From an optimization exercise on the open Yosys and OpenROAD flow, aimed at small area and a short achievable clock period; shortcuts taken in it are not production practice. In this exercise RTL edits were held to simulation tests only and were not proved equivalent to the original. Power is estimated from default activity; no workload was simulated.

## the baseline
==> flow/design.v <==
module APB_master(input             PCLK,
                  input             PRESETn,
                  input             Transfer,
                  input             Wr_Rd,
                  input      [4:0]  Address,
                  input      [31:0] write_data,
                  output reg [31:0] read_data,
                  input      [31:0] PRDATA,    
                  output reg [31:0] PSEL_ROW,  
                  output reg [31:0] PWDATA,
                  output            PWEN,      
                  output            PREAD);    
    reg st_setup, st_access;
    reg pwrite_q;
    wire go = PRESETn & Transfer;
    always @(posedge PCLK) begin
        st_setup  <= go & ~st_setup;
        st_access <= go & st_setup;
    end
    always @(posedge PCLK) begin
        PSEL_ROW <= (go & st_setup) ? (32'd1 << Address) : 32'd0;
        pwrite_q <= Wr_Rd;
        PWDATA   <= write_data;
    end
    assign PREAD   = ~pwrite_q;
    assign PWEN    = PRESETn & pwrite_q;
    wire rd_hold = ~(PRESETn & st_access & ~pwrite_q);
    always @(posedge PCLK)
        read_data <= ({32{PRESETn}} & PRDATA) | ({32{rd_hold}} & read_data);
endmodule
module APB_slave(input         PCLK,
                 input  [31:0] PSEL_ROW,
                 input  [31:0] PWDATA,
                 input         PWEN,
                 input         PREAD,
                 output [31:0] PRDATA);
    reg [31:0] mem [0:31];
    integer i;
    always @(posedge PCLK) begin
        for (i = 0; i < 32; i = i + 1)
            if (PWEN & PSEL_ROW[i])
                mem[i] <= PWDATA;
    end
    reg [31:0] rd;
    always @(*) begin
        rd = 32'd0;
        for (i = 0; i < 32; i = i + 1)
            rd = rd | (mem[i] & {32{PSEL_ROW[i] & PREAD}});
    end
    assign PRDATA = rd;
endmodule
module APB_top(input PCLK,
               input PRESETn,
               input Transfer,
               input Wr_Rd,
               input [4:0] Address,
               input [31:0] write_data,
               output [31:0] read_data);
    wire [31:0] PSEL_ROW, PWDATA, PRDATA;
    wire        PWEN, PREAD;
    APB_master Design_master(.PCLK(PCLK), .PRESETn(PRESETn), .Transfer(Transfer),
                             .Wr_Rd(Wr_Rd), .Address(Address), .write_data(write_data),
                             .read_data(read_data), .PRDATA(PRDATA), .PSEL_ROW(PSEL_ROW),
                             .PWDATA(PWDATA), .PWEN(PWEN),
                             .PREAD(PREAD));
    APB_slave Design_slave(.PCLK(PCLK), .PSEL_ROW(PSEL_ROW), .PWDATA(PWDATA),
                           .PWEN(PWEN), .PREAD(PREAD), .PRDATA(PRDATA));
endmodule
clock: 5.0 ns
lec_check: 0
cap_margin: 20
core_margin: 2
core_utilization: 40
cts_cluster_diameter: 100
cts_cluster_size: 25
place_density: 0.7
setup_slack_margin: 3.0
slew_margin: 20
run.sh (not shown) runs the stock make flow with config.mk's settings and CLKGATE_MAP_FILE= SYNTH_SCRIPT=/design/flow/synth_recipe.tcl, a recipe that flattens the netlist after the stock synthesis.
--- input diff the baseline..the candidate ---
--- a/flow/design.v
+++ b/flow/design.v
@@ -6,27 +6,29 @@
                   input      [31:0] write_data,
                   output reg [31:0] read_data,
                   input      [31:0] PRDATA,    
                   output reg [31:0] PSEL_ROW,  
                   output reg [31:0] PWDATA,
                   output            PWEN,      
+                  output            PACCESS,
                   output            PREAD);    
     reg st_setup, st_access;
     reg pwrite_q;
     wire go = PRESETn & Transfer;
     always @(posedge PCLK) begin
         st_setup  <= go & ~st_setup;
         st_access <= go & st_setup;
     end
     always @(posedge PCLK) begin
-        PSEL_ROW <= (go & st_setup) ? (32'd1 << Address) : 32'd0;
+        PSEL_ROW <= 32'd1 << Address;
         pwrite_q <= Wr_Rd;
         PWDATA   <= write_data;
     end
-    assign PREAD   = ~pwrite_q;
-    assign PWEN    = PRESETn & pwrite_q;
+    assign PACCESS = st_access;
+    assign PREAD   = st_access & ~pwrite_q;
+    assign PWEN    = PRESETn & st_access & pwrite_q;
     wire rd_hold = ~(PRESETn & st_access & ~pwrite_q);
     always @(posedge PCLK)
         read_data <= ({32{PRESETn}} & PRDATA) | ({32{rd_hold}} & read_data);
 endmodule
 module APB_slave(input         PCLK,
                  input  [31:0] PSEL_ROW,
@@ -54,15 +56,15 @@
                input Transfer,
                input Wr_Rd,
                input [4:0] Address,
                input [31:0] write_data,
                output [31:0] read_data);
     wire [31:0] PSEL_ROW, PWDATA, PRDATA;
-    wire        PWEN, PREAD;
+    wire        PWEN, PACCESS, PREAD;
     APB_master Design_master(.PCLK(PCLK), .PRESETn(PRESETn), .Transfer(Transfer),
                              .Wr_Rd(Wr_Rd), .Address(Address), .write_data(write_data),
                              .read_data(read_data), .PRDATA(PRDATA), .PSEL_ROW(PSEL_ROW),
-                             .PWDATA(PWDATA), .PWEN(PWEN),
+                             .PWDATA(PWDATA), .PWEN(PWEN), .PACCESS(PACCESS),
                              .PREAD(PREAD));
     APB_slave Design_slave(.PCLK(PCLK), .PSEL_ROW(PSEL_ROW), .PWDATA(PWDATA),
                            .PWEN(PWEN), .PREAD(PREAD), .PRDATA(PRDATA));
 endmodule
==> summary.txt <==
- As far as via count is concerned, the candidate and the baseline perform about the same.
- Diff the baseline..the candidate | sequential power | negligible
- Side by side, share of the core filled with cells turned out higher in the candidate than in the baseline.
- Number of multi-input logic gates ended up 19 higher on the candidate than on the baseline.
- NOTE: total power in the candidate exceeds that of the baseline
- Synthesized cell count down 0.34% in the candidate wrt the baseline
- The candidate and the baseline ended up with nearly the same fraction of the mapped netlist area in compound gates.
- Looking at area growth from synthesis to layout, the candidate sits 0.98 points higher than the baseline does.
- On count of fill cells added during filler insertion, the candidate and the baseline are neck and neck.
- Compared with the baseline, the candidate shows setup slack of the critical path after layout higher by 0.014 ns.
- The baseline reports its worst setup path endpoint as read_data[17] while the candidate reports read_data[5].
- Measured against each other, the candidate and the baseline differ in combinational group power, the higher figure coming from the candidate.

[re-timing with driven ports]
Ports are ideal in the flow. The routed layouts listed here were re-timed in OpenROAD. Step 1 assumes that a clkbuf_16 drives the clock port and a buf_2 every other input. Step 2 times the ports against the registers' clock, not the clock port: input delays grow and output delays shrink by t, the midpoint of the rising clock arrivals with the driver on. Slacks: no drivers / after step 1 / after step 2; pairs: no drivers / after step 1.
| run | shift t [ns] | setup slack, ns | worst slew at a driven data input, ns |
|---|---|---|---|
| the baseline | 0.688 | 2.823 / 2.759 / 2.417 | 0.15 |
| the candidate | 0.710 | 2.837 / 2.770 / 2.300 | 0.12 |
After both steps every run listed still meets setup and hold. For the candidate, which loses most, drivers alone change the setup slack by -0.067 ns; drivers and shift together by -0.537 ns.
